Context: an optimization exercise on an open-source flow, tuned for small area. The choices shown serve that exercise and are no tape-out recipe. In this exercise RTL edits were held to simulation tests only and were not proved equivalent to the original. The clock port is modelled as an ideal driver, which makes a skipped or thinned clock tree look cheaper than it is; a real chip needs a root buffer or a tree. Power figures rest on the tool's default switching activity, not on a simulated workload.

## the previous run
==> flow/design.v (excerpt) <==
module Student_Project(input [3:0] IO_PB, input [7:0] IO_DSW, input M_CLOCK, input rst,
		       output [7:0] IO_SSEG, output [3:0] IO_SSEGD, output [3:0] F_LED, output IO_SSEG_COL, output [7:0] IO_LED);
assign F_LED = 4'b0000;
assign IO_SSEG_COL = 1'b1;
reg [2:0] c8;
reg [4:0] c25;
reg ph;          
wire t2 = &c8;
wire blank = ~c25[4] & ~c25[3] & ~c25[0];
wire t1 = t2 & ~c25[3] & ~c25[2] & c25[1] & ~c25[0];
wire ap = t2 & ~c25[3] & ~c25[2] & c25[1] & c25[0];
wire [5:0] c25i = c25 + 5'd1;
always @(posedge M_CLOCK) begin
	if (rst) begin
		c8 <= 3'd4;
		c25 <= 5'd6;
	end else begin
		c8 <= c8 + 3'd1;
		if (t2)
			c25 <= {c25i[4:3], c25i[2:0] | {3{c25i[5]}}};
	end
	if (t2)
		ph <= blank | ~ph;
end
reg S;           
reg [2:0] r;     
reg [2:0] p;     
reg L;           
reg eok;         
wire [1:0] sp;
assign sp[0] = r[1]&p[2]&~p[1]&~p[0] | r[0]&p[2]&~p[1]&p[0] | r[2]&~r[1]&r[0]&~p[2]&~p[1] | r[1]&r[0]&~p[0] | ~r[1]&~p[2]&p[0] | ~r[0]&~p[2]&~p[1]&p[0] | r[2]&r[1]&~p[2]&p[1]&~p[0];
  ...
Size in the first run: ~230 cells after synthesis, roughly 39 I/O pins.
Settings: LEC_CHECK=0, CAP_MARGIN=20, CORE_MARGIN=2, CORE_UTILIZATION=40, PLACE_DENSITY=0.6, SLEW_MARGIN=20; clock period 10.0 ns.
standard.sh (not shown) runs the stock make flow with config.mk's settings and CLKGATE_MAP_FILE= SYNTH_SCRIPT=/design/flow/synth_recipe.tcl, a recipe that flattens the netlist after the stock synthesis.
==> flow/flow/run.sh <==
#!/bin/bash
# Standard synthesis, then the combinational logic re-mapped for area (registers
# untouched, result proven equal to the standard netlist), then the standard
# layout with small port buffers and a small clock tree.
set -euo pipefail
R=orfs/results/sky130hd/Student_Project/base
export LIB=$FLOW_HOME/platforms/sky130hd/lib/sky130_fd_sc_hd__tt_025C_1v80.lib
export DONT_USE="$(grep -o 'cell *( *"*sky130_fd_sc_hd__\(lpflow\|probe\)[a-z0-9_]*' $LIB | sed 's/.*(\s*"*//' | sort -u | tr '\n' ' ')"
bash standard.sh synth > 1_standard_synth.log 2>&1
cp $R/1_2_yosys.v std_netlist.v
# candidate ABC scripts: deepsyn with several seeds (two variants), and a
# plain area mapping
printf 'strash\ndch -f\nmap -a\ntopo\n' > abc_0.script
for s in 1 2 3 4 5 6 7 8; do
	printf '&get -n\n&st\n&deepsyn -T 60 -S %d\n&dch -f\n&nf -R 1000 -p\n&put\n' $s > abc_$s.script
done
for s in 9 10 11; do
	printf '&get -n\n&st\n&deepsyn -T 60 -S %d -t\n&dch -f\n&nf -R 1000 -p\n&put\n' $s > abc_$s.script
done
run_one() {
	IN=std_netlist.v OUT=reopt_$1.v ABCSCRIPT=abc_$1.script yosys -c flow/reopt.tcl > 2_reopt_$1.log 2>&1 || true
}
for s in 0 1 2 3; do run_one $s & done; wait
for s in 4 5 6 7; do run_one $s & done; wait
for s in 8 9 10 11; do run_one $s & done; wait
best=std_netlist.v
besta=1e12
for s in 0 1 2 3 4 5 6 7 8 9 10 11; do
	a=$(grep "Chip area for top module '.Student_Project'" 2_reopt_$s.log | tail -1 | awk '{print $NF}' || true)
	[[ -n "$a" && -s reopt_$s.v ]] || continue
	python3 -c "import sys; sys.exit(0 if float('$a') < float('$besta') else 1)" || continue
	if GOLD=std_netlist.v GATE=reopt_$s.v yosys -c flow/equiv.tcl > 3_equiv_$s.log 2>&1; then
		best=reopt_$s.v; besta=$a
	fi
done
echo "chosen netlist: $best ($besta)" > chosen.log
cp $best $R/1_2_yosys.v
rm -f $R/1_synth.odb $R/1_synth.sdc
bash standard.sh POST_CTS_TCL=$PWD/flow/post_cts.tcl POST_FLOORPLAN_TCL=$PWD/flow/post_floorplan.tcl BUFFER_PORTS_ARGS="-buffer_cell sky130_fd_sc_hd__buf_1" \
	CTS_ARGS="-sink_clustering_enable -repair_clock_nets -dont_use_dummy_load -buf_list sky130_fd_sc_hd__clkbuf_8 -root_buf sky130_fd_sc_hd__clkbuf_8 -sink_clustering_size 30 -sink_clustering_max_diameter 500" \
	finish > 4_standard_finish.log 2>&1
Other scripts of this flow, unchanged in this note and not shown: flow/flow/equiv.tcl, flow/flow/post_cts.tcl, flow/flow/post_floorplan.tcl, flow/flow/reopt.tcl
The final layout from the previous run, which completed every stage, passed the timing, DRC and antenna checks at the end of the flow.
The following lists how the current run was set up differently from the previous run:
diff --git a/flow/flow/run.sh b/flow/flow/run.sh
--- a/flow/flow/run.sh
+++ b/flow/flow/run.sh
@@ -14 +14 @@
-for s in 1 2 3 4 5 6 7 8; do
+for s in $(seq 1 15); do
@@ -17 +17 @@
-for s in 9 10 11; do
+for s in $(seq 16 19); do
@@ -23,3 +23,4 @@
-for s in 0 1 2 3; do run_one $s & done; wait
-for s in 4 5 6 7; do run_one $s & done; wait
-for s in 8 9 10 11; do run_one $s & done; wait
+for b in 0 4 8 12 16; do
+	for s in $b $((b+1)) $((b+2)) $((b+3)); do run_one $s & done
+	wait
+done
@@ -28 +29 @@
-for s in 0 1 2 3 4 5 6 7 8 9 10 11; do
+for s in $(seq 0 19); do
Findings:
- ~same post-synthesis instance area in the previous run and the current run
- | wire length on met3 | the current run vs the previous run | about 27% lower |
- Comparing the previous run with the current run, the die outline area came out essentially unchanged.
- The previous run → the current run: cell area grew by 0.47%, sequential group share of total power grew by 0.8 points.
- The current run against the previous run: non-clock inverter total of the final layout increased by 7 relative to the old numbers, count of buffering cells on the critical path with inverters included increased by 1 relative to the old numbers, met3 track demand over resource decreased by 0.52 points relative to the old numbers.
- From the previous run to the current run the numbers moved as follows: number of inserted filler cells in the final layout now sits lower, part of the total power dissipated in the clock network now sits at about the same level, cell area reported after detailed placement now sits higher.

========
v3:
Another version of the RTL of Student_Project (not shown whole).
Size in the first run: ~320 cells after synthesis, roughly 27 flip-flops, roughly 2600 um2 of cells after synthesis.
## Student_Project
module Student_Project(input [3:0] IO_PB, input [7:0] IO_DSW, input M_CLOCK, input rst,
		       output [7:0] IO_SSEG, output [3:0] IO_SSEGD, output [3:0] F_LED, output IO_SSEG_COL, output [7:0] IO_LED);
clock: 10.0 ns
lec_check: 0
cap_margin: 20
core_margin: 2
core_utilization: 40
place_density: 0.6
slew_margin: 20
==> flow/flow/run.sh <==
#!/bin/bash
# Standard synthesis, then the combinational logic re-mapped for area (registers
# untouched), then the standard layout with small port buffers.
set -euo pipefail
R=orfs/results/sky130hd/Student_Project/base
export LIB=$FLOW_HOME/platforms/sky130hd/lib/sky130_fd_sc_hd__tt_025C_1v80.lib
export DONT_USE="$(grep -o 'cell *( *"*sky130_fd_sc_hd__\(lpflow\|probe\)[a-z0-9_]*' $LIB | sed 's/.*(\s*"*//' | sort -u | tr '\n' ' ')"
bash standard.sh synth > 1_standard_synth.log 2>&1
cp $R/1_2_yosys.v std_netlist.v
for i in 1 2 3; do
	IN=std_netlist.v OUT=reopt_$i.v ABCSCRIPT=flow/abc_$i.script yosys -c flow/reopt.tcl > 2_reopt_$i.log 2>&1 &
done
wait
best=std_netlist.v
besta=1e12
for i in 1 2 3; do
	a=$(grep "Chip area for module '.Student_Project'" 2_reopt_$i.log | tail -1 | awk '{print $NF}' || true)
	[[ -n "$a" && -s reopt_$i.v ]] || continue
	if GOLD=std_netlist.v GATE=reopt_$i.v yosys -c flow/equiv.tcl > 3_equiv_$i.log 2>&1; then
		if python3 -c "import sys; sys.exit(0 if float('$a') < float('$besta') else 1)"; then
			best=reopt_$i.v; besta=$a
		fi
	fi
done
echo "chosen netlist: $best ($besta)" > chosen.log
cp $best $R/1_2_yosys.v
rm -f $R/1_synth.odb $R/1_synth.sdc
bash standard.sh BUFFER_PORTS_ARGS="-buffer_cell sky130_fd_sc_hd__buf_1" finish > 4_standard_finish.log 2>&1
==> flow/flow/abc_1.script <==
&get -n
&st
&deepsyn -T 30
&dch -f
&nf -R 1000
&put
==> flow/flow/abc_2.script <==
&get -n
&st
&deepsyn -T 30
&put
dch -f
map -a
topo
==> flow/flow/abc_3.script <==
strash
dch -f
map -a
topo
==> flow/flow/equiv.tcl <==
# Prove that the re-mapped netlist equals the standard synthesis netlist.
yosys -import
read_liberty -overwrite -ignore_miss_func $::env(LIB)
read_verilog $::env(GOLD)
rename Student_Project gold
read_verilog $::env(GATE)
rename Student_Project gate
flatten gold gate
opt_clean
equiv_make gold gate equiv
hierarchy -top equiv
equiv_simple -seq 2
equiv_induct -seq 2
equiv_status -assert
==> flow/flow/reopt.tcl <==
# Re-map the combinational logic of the standard synthesis netlist for area.
# Flip-flops (and tie cells) are kept as they are, under their own names.
yosys -import
set lib $::env(LIB)
read_liberty -overwrite -ignore_miss_func -setattr liberty_cell $lib
read_verilog -overwrite $::env(IN)
hierarchy -top Student_Project
setattr -mod -set keep_hierarchy 1 sky130_fd_sc_hd__df* sky130_fd_sc_hd__edf* sky130_fd_sc_hd__sdf* sky130_fd_sc_hd__conb_1
flatten
opt -purge
set dont_use {}
foreach c [split $::env(DONT_USE) " "] { if {$c ne ""} { lappend dont_use -dont_use $c } }
abc -liberty $lib {*}$dont_use -script $::env(ABCSCRIPT)
opt_clean -purge
rename -enumerate
stat -liberty $lib
select Student_Project
write_verilog -noattr -noexpr -selected $::env(OUT)
Modified inputs, v17 compared to v3
==> flow/flow/equiv.tcl <==
# Prove that the re-mapped netlist equals the standard synthesis netlist.
# Both keep the same flip-flop instances; only ports and flip-flop nets are
# matched by name.
yosys -import
read_liberty -overwrite -ignore_miss_func $::env(LIB)
read_verilog $::env(GOLD)
yosys rename Student_Project gold
read_verilog $::env(GATE)
yosys rename Student_Project gate
flatten gold gate
yosys rename -hide gold/w:_* gate/w:_*
opt_clean
equiv_make gold gate equiv
hierarchy -top equiv
equiv_simple -seq 2
equiv_induct -seq 2
equiv_status -assert
-- flow/flow/reopt.tcl --
<<< v3, line 13
abc -liberty $lib {*}$dont_use -script $::env(ABCSCRIPT)
opt_clean -purge
rename -enumerate
stat -liberty $lib
select Student_Project
>>> v17, line 13
abc -liberty $lib {*}$dont_use -script $::env(ABCSCRIPT)
opt_clean -purge
yosys rename -enumerate
stat -liberty $lib
select Student_Project
--- outcome ---
Looking at the reports, v17 completed the entire flow and the layout it produced met the timing, DRC and antenna checks.
Going from v3 to v17, internal power has increased; layout overhead on the synthesized area has increased; met1 track utilization from global routing has increased; share of the clock period used by the worst path has decreased.
Modified inputs, v58 compared to v17
==> flow/flow/run.sh <==
#!/bin/bash
# Standard synthesis, then the combinational logic re-mapped for area (registers
# untouched, result proven equal to the standard netlist), then the standard
# layout with small port buffers and a small clock tree.
set -euo pipefail
R=orfs/results/sky130hd/Student_Project/base
export LIB=$FLOW_HOME/platforms/sky130hd/lib/sky130_fd_sc_hd__tt_025C_1v80.lib
export DONT_USE="$(grep -o 'cell *( *"*sky130_fd_sc_hd__\(lpflow\|probe\)[a-z0-9_]*' $LIB | sed 's/.*(\s*"*//' | sort -u | tr '\n' ' ')"
bash standard.sh synth > 1_standard_synth.log 2>&1
cp $R/1_2_yosys.v std_netlist.v
# candidate ABC scripts: deepsyn with several seeds, and a plain area mapping
printf 'strash\ndch -f\nmap -a\ntopo\n' > abc_0.script
for s in 1 2 3 4 5 6 7; do
	printf '&get -n\n&st\n&deepsyn -T 60 -S %d\n&dch -f\n&nf -R 1000\n&put\n' $s > abc_$s.script
done
run_one() {
	IN=std_netlist.v OUT=reopt_$1.v ABCSCRIPT=abc_$1.script yosys -c flow/reopt.tcl > 2_reopt_$1.log 2>&1 || true
}
for s in 0 1 2 3; do run_one $s & done; wait
for s in 4 5 6 7; do run_one $s & done; wait
best=std_netlist.v
besta=1e12
for s in 0 1 2 3 4 5 6 7; do
	a=$(grep "Chip area for top module '.Student_Project'" 2_reopt_$s.log | tail -1 | awk '{print $NF}' || true)
	[[ -n "$a" && -s reopt_$s.v ]] || continue
	python3 -c "import sys; sys.exit(0 if float('$a') < float('$besta') else 1)" || continue
	if GOLD=std_netlist.v GATE=reopt_$s.v yosys -c flow/equiv.tcl > 3_equiv_$s.log 2>&1; then
		best=reopt_$s.v; besta=$a
	fi
done
echo "chosen netlist: $best ($besta)" > chosen.log
cp $best $R/1_2_yosys.v
rm -f $R/1_synth.odb $R/1_synth.sdc
bash standard.sh BUFFER_PORTS_ARGS="-buffer_cell sky130_fd_sc_hd__buf_1" \
	CTS_ARGS="-sink_clustering_enable -repair_clock_nets -dont_use_dummy_load -buf_list sky130_fd_sc_hd__clkbuf_8 -root_buf sky130_fd_sc_hd__clkbuf_8 -sink_clustering_size 30 -sink_clustering_max_diameter 500" \
	finish > 4_standard_finish.log 2>&1
removed: flow/flow/abc_1.script
removed: flow/flow/abc_2.script
removed: flow/flow/abc_3.script
--- outcome ---
- Count of cell instances traversed by the critical path, v17 and v58: higher on v17
- v58 — die extent in x 1.5% lower, v17 as reference
- Taking v17 as the reference, in v58 cell count of the worst reg-to-reg path increased by 2 relative to the old numbers; worst setup slack went up 0.064 ns; critical path arrival fell 0.06 ns.
- Reported for v17 and v58, setup TNS turned out identical to the last digit.

========
Setup of build 24:
The RTL this note starts from:
==> flow/design.v <==
module Student_Project(input [3:0] IO_PB, input [7:0] IO_DSW, input M_CLOCK, input rst,
		       output [7:0] IO_SSEG, output [3:0] IO_SSEGD, output [3:0] F_LED, output IO_SSEG_COL, output [7:0] IO_LED);
assign F_LED = 4'b0000;
assign IO_SSEG_COL = 1'b1;
reg [2:0] c8;
reg [4:0] c25;
reg ph;          
wire t2 = &c8;
wire blank = ~c25[4] & ~c25[3] & ~c25[0];
wire t1 = t2 & ~c25[3] & ~c25[2] & c25[1] & ~c25[0];
wire ap = t2 & ~c25[3] & ~c25[2] & c25[1] & c25[0];
wire [5:0] c25i = c25 + 5'd1;
always @(posedge M_CLOCK) begin
	if (rst) begin
		c8 <= 3'd4;
		c25 <= 5'd6;
	end else begin
		c8 <= c8 + 3'd1;
		if (t2)
			c25 <= {c25i[4:3], c25i[2:0] | {3{c25i[5]}}};
	end
	if (t2)
		ph <= blank | ~ph;
end
reg S;           
reg [2:0] r;     
reg [2:0] p;     
reg L;           
reg eok;         
wire [1:0] sp;
assign sp[0] = ~r[1]&p[0] | ~r[0]&~p[2]&~p[1]&p[0] | r[0]&p[2]&~p[1]&p[0] | r[1]&p[2]&~p[1]&~p[0] | r[1]&r[0]&~p[0] | r[2]&r[0]&~p[2]&~p[1]&~p[0] | r[2]&r[1]&~p[2]&p[1]&~p[0];
assign sp[1] = ~r[1]&~r[0]&~p[2] | ~r[2]&~r[1]&p[0] | ~r[0]&p[1]&~p[0] | p[2]&p[0] | ~r[2]&r[1]&r[0]&~p[1] | r[2]&~r[0]&~p[2]&~p[0] | r[2]&~r[1]&r[0]&~p[1] | r[2]&r[1]&r[0]&~p[2]&p[1];
reg [1:0] sf, sl;
always @* begin
	case (r)
		3'd0: begin sf = 2; sl = 2; end
		3'd1: begin sf = 0; sl = 3; end
		3'd2: begin sf = 0; sl = 2; end
		3'd3: begin sf = 3; sl = 0; end
		3'd4: begin sf = 2; sl = 0; end
		3'd5: begin sf = 3; sl = 3; end
		3'd6: begin sf = 2; sl = 2; end
		default: begin sf = 1; sl = 2; end
	endcase
end
wire [1:0] ci = S ? sp : sf;
wire ok = (IO_PB == ~(4'b1000 >> ci));
wire eq = (p == r);
wire [2:0] p1 = p + 3'd1;
wire [2:0] n = eq ? 3'd0 : p1;    
wire [2:0] r1 = r + 3'd1;
always @(posedge M_CLOCK) begin
	if (rst) begin
		S <= 1'b0;
		r <= 3'd0;
		p <= 3'd0;
		L <= 1'b0;
	end else if (t1) begin
		L <= ~S;
		if (!S) begin
			if (n == r) begin
				if (ok) begin
					if (r == 3'd0) begin
						r <= r1;
						p <= r1;
					end else begin
						p <= 3'd1;
						S <= 1'b1;
					end
				end else begin
					p <= 3'd0;
					S <= 1'b1;
				end
			end else
				p <= n;
		end else if (ok) begin
			if (eq) begin
				r <= r1;
				p <= r1;
				S <= 1'b0;
			end else
				p <= p1;
		end
	end
	if (t1)
		eok <= ok;
end
reg [3:0] s0, s1;
reg fl;
wire base = L & ((S & (r == 3'd0)) | (~S & eq));
wire chk = ~(L & ~S & ~eq);
wire [3:0] inc = {p == 3'd0, p};
wire nz = (s0 != 4'd0) | (s1 != 4'd0);
wire dec = ~eok & nz;
wire ab = ap & chk & base;
wire ao = ap & chk & ~base;
wire [3:0] sum = s0 + ((ao & eok) ? inc : {4{ao & nz}});
wire cy = ao & eok & sum[3] & (sum[2] | sum[1]);
wire dn = ao & dec & fl;
wire [3:0] s0n = ab ? {~eok, 3'b000} : dn ? 4'd9 : {sum[3] & ~cy, sum[2] ^ (cy & ~sum[1]), sum[1] ^ cy, sum[0]};
wire [3:0] s1n = ab ? {3'b000, eok} : s1 + {dn, dn, dn, cy | dn};
wire fln = ab ? 1'b0 : (ao & ~eok) ? (dec & ~fl & (s0 == 4'd1)) : fl;
always @(posedge M_CLOCK) begin
	if (rst) begin
		s0 <= 4'd0;
		s1 <= 4'd0;
	end else begin
		s0 <= s0n;
		s1 <= s1n;
	end
	fl <= fln;
end
wire [3:0] dig = ph ? s1 : s0;
reg [6:0] sg;
always @*
	case (dig)
		4'd1: sg = 7'b1111001;
		4'd2: sg = 7'b0100100;
		4'd3: sg = 7'b0110000;
		4'd4: sg = 7'b0011001;
		4'd5: sg = 7'b0010010;
		4'd6: sg = 7'b0000010;
		4'd7: sg = 7'b1111000;
		4'd8: sg = 7'b0000000;
		4'd9: sg = 7'b0011000;
		default: sg = 7'b1000000;
	endcase
assign IO_SSEG = {1'b1, blank ? 7'h7F : sg};
assign IO_SSEGD = {blank | ph, blank | ~ph, 2'b11};
wire [1:0] li = S ? sl : (eq ? 2'd2 : sp);
assign IO_LED = {L ? (4'b0001 << li) : 4'b0000, 4'b0000};
endmodule
Settings: LEC_CHECK=0, CAP_MARGIN=20, CORE_MARGIN=2, CORE_UTILIZATION=40, GPL_TIMING_DRIVEN=0, PLACE_DENSITY=0.6, SLEW_MARGIN=20; clock period 10.0 ns.
==> flow/flow/run.sh <==
#!/bin/bash
# Standard synthesis, then the combinational logic re-mapped for area (registers
# untouched, result proven equal to the standard netlist), then the standard
# layout with small port buffers and a small clock tree.
set -euo pipefail
R=orfs/results/sky130hd/Student_Project/base
export LIB=$FLOW_HOME/platforms/sky130hd/lib/sky130_fd_sc_hd__tt_025C_1v80.lib
export DONT_USE="$(grep -o 'cell *( *"*sky130_fd_sc_hd__\(lpflow\|probe\)[a-z0-9_]*' $LIB | sed 's/.*(\s*"*//' | sort -u | tr '\n' ' ')"
bash standard.sh synth > 1_standard_synth.log 2>&1
cp $R/1_2_yosys.v std_netlist.v
# candidate ABC scripts: deepsyn with several seeds (two variants), and a
# plain area mapping
printf 'strash\ndch -f\nmap -a\ntopo\n' > abc_0.script
for s in $(seq 1 15); do
	printf '&get -n\n&st\n&deepsyn -T 60 -S %d\n&dch -f\n&nf -R 1000 -p\n&put\n' $s > abc_$s.script
done
for s in $(seq 16 19); do
	printf '&get -n\n&st\n&deepsyn -T 60 -S %d -t\n&dch -f\n&nf -R 1000 -p\n&put\n' $s > abc_$s.script
done
run_one() {
	IN=std_netlist.v OUT=reopt_$1.v ABCSCRIPT=abc_$1.script yosys -c flow/reopt.tcl > 2_reopt_$1.log 2>&1 || true
}
for b in 0 4 8 12 16; do
	for s in $b $((b+1)) $((b+2)) $((b+3)); do run_one $s & done
	wait
done
best=std_netlist.v
besta=1e12
for s in $(seq 0 19); do
	a=$(grep "Chip area for top module '.Student_Project'" 2_reopt_$s.log | tail -1 | awk '{print $NF}' || true)
	[[ -n "$a" && -s reopt_$s.v ]] || continue
	python3 -c "import sys; sys.exit(0 if float('$a') < float('$besta') else 1)" || continue
	if GOLD=std_netlist.v GATE=reopt_$s.v yosys -c flow/equiv.tcl > 3_equiv_$s.log 2>&1; then
		best=reopt_$s.v; besta=$a
	fi
done
echo "chosen netlist: $best ($besta)" > chosen.log
cp $best $R/1_2_yosys.v
rm -f $R/1_synth.odb $R/1_synth.sdc
bash standard.sh POST_CTS_TCL=$PWD/flow/post_cts.tcl POST_FLOORPLAN_TCL=$PWD/flow/post_floorplan.tcl BUFFER_PORTS_ARGS="-buffer_cell sky130_fd_sc_hd__buf_1" \
	CTS_ARGS="-sink_clustering_enable -repair_clock_nets -dont_use_dummy_load -buf_list sky130_fd_sc_hd__clkbuf_8 -root_buf sky130_fd_sc_hd__clkbuf_8 -sink_clustering_size 30 -sink_clustering_max_diameter 500" \
	finish > 4_standard_finish.log 2>&1
Other scripts of this flow, unchanged in this note and not shown: flow/flow/equiv.tcl, flow/flow/post_cts.tcl, flow/flow/post_floorplan.tcl, flow/flow/reopt.tcl
Relative to build 24, the following input files were edited for build 48:
diff --git a/flow/flow/run.sh b/flow/flow/run.sh
--- a/flow/flow/run.sh
+++ b/flow/flow/run.sh
@@ -13,6 +13,6 @@
 printf 'strash\ndch -f\nmap -a\ntopo\n' > abc_0.script
-for s in $(seq 1 15); do
+for s in $(seq 1 27); do
 	printf '&get -n\n&st\n&deepsyn -T 60 -S %d\n&dch -f\n&nf -R 1000 -p\n&put\n' $s > abc_$s.script
 done
-for s in $(seq 16 19); do
+for s in $(seq 28 35); do
 	printf '&get -n\n&st\n&deepsyn -T 60 -S %d -t\n&dch -f\n&nf -R 1000 -p\n&put\n' $s > abc_$s.script
@@ -22,3 +22,3 @@
 }
-for b in 0 4 8 12 16; do
+for b in $(seq 0 4 32); do
 	for s in $b $((b+1)) $((b+2)) $((b+3)); do run_one $s & done
@@ -28,3 +28,3 @@
 besta=1e12
-for s in $(seq 0 19); do
+for s in $(seq 0 35); do
 	a=$(grep "Chip area for top module '.Student_Project'" 2_reopt_$s.log | tail -1 | awk '{print $NF}' || true)
### Flow results
- Per the final summary, build 48 finished and its layout is clean on timing, DRC and antenna.
- Higher top achievable clock speed goes to build 24 over build 48.
- Build 48 vs build 24 on global placer's final weighted congestion: build 48 is the lower one.
- Design internal power: build 24 vs build 48, no meaningful difference
- The run showing the smaller half-perimeter wire length of the detailed placement result is build 24.
- Diff build 48 and build 24: net switching fraction of the power higher in build 48
- From build 24 to build 48 the numbers moved as follows: worst setup slack down 0.45 ns, area of all placed cells without fillers has decreased, clock latency of the later-clocked register in the worst-skew pair stayed essentially flat.
- Cmp build 48 and build 24 / delay of the slowest critical-path stage / lower: build 24
- There was hardly any difference in placement row count between build 48 and build 24.
Here is what was changed in the inputs of build 61 compared with build 48.
diff --git a/flow/flow/run.sh b/flow/flow/run.sh
--- a/flow/flow/run.sh
+++ b/flow/flow/run.sh
@@ -13,6 +13,6 @@
 printf 'strash\ndch -f\nmap -a\ntopo\n' > abc_0.script
-for s in $(seq 1 27); do
+for s in $(seq 1 15); do
 	printf '&get -n\n&st\n&deepsyn -T 60 -S %d\n&dch -f\n&nf -R 1000 -p\n&put\n' $s > abc_$s.script
 done
-for s in $(seq 28 35); do
+for s in $(seq 16 19); do
 	printf '&get -n\n&st\n&deepsyn -T 60 -S %d -t\n&dch -f\n&nf -R 1000 -p\n&put\n' $s > abc_$s.script
@@ -22,3 +22,3 @@
 }
-for b in $(seq 0 4 32); do
+for b in 0 4 8 12 16; do
 	for s in $b $((b+1)) $((b+2)) $((b+3)); do run_one $s & done
@@ -28,3 +28,3 @@
 besta=1e12
-for s in $(seq 0 35); do
+for s in $(seq 0 19); do
 	a=$(grep "Chip area for top module '.Student_Project'" 2_reopt_$s.log | tail -1 | awk '{print $NF}' || true)
diff --git a/flow/config.mk b/flow/config.mk
--- a/flow/config.mk
+++ b/flow/config.mk
@@ -10,3 +10,2 @@
 export CORE_UTILIZATION = 40
-export GPL_TIMING_DRIVEN = 0
 export PLACE_DENSITY = 0.6
Results
Comparing build 48 with build 61, the final-layout worst hold slack came out essentially unchanged. Maximum fanout along the worst path, build 61 and build 48: smaller value in build 48. When the final numbers for build 61 and build 48 were put side by side, the area after synthesis turned out to be greater in build 61. Instance count on the critical path: build 61 > build 48. Build 61 ends up with a share of the cycle needed by the critical path after routing that is 0.50 points higher than in build 48. The combinational fraction of design power reported for build 61 is greater than that of build 48 by 0.7 points. Changes observed in build 61 relative to build 48: number of nets in the finished design saw a decrease; floorplan die width saw little to no change.

## separate check: timing with driven ports
In the flow no input, the clock included, has a driving cell. The finished layouts below were timed again as built, in two steps. Step 1 assumes that a clkbuf_16 drives the clock port and a buf_2 every other input. Step 2 also shifts input and output timing later by t, the mid clock arrival at the registers, as if the neighbouring blocks saw the same clock. a / b / c = no drivers / after step 1 / after step 2; a / b = the first two.
run	t, ns	slack for setup (ns)	worst setup path after step 2	worst slew at a driven data input, ns
the previous run	0.191	5.872 / 5.843 / 6.034	register to output	0.03
the current run	0.189	5.810 / 5.782 / 5.970	register to output	0.03
v3	0.299	4.816 / 4.790 / 5.089	register to output	0.03
v17	0.300	5.629 / 5.603 / 5.903	register to output	0.03
v58	0.291	5.693 / 5.668 / 5.959	register to output	0.03
build 24	0.191	5.983 / 5.953 / 6.144	register to output	0.03
build 48	0.192	5.535 / 5.504 / 5.696	register to output	0.03
build 61	0.187	5.485 / 5.455 / 5.642	register to output	0.03
After both steps setup and hold are still met in every run listed.
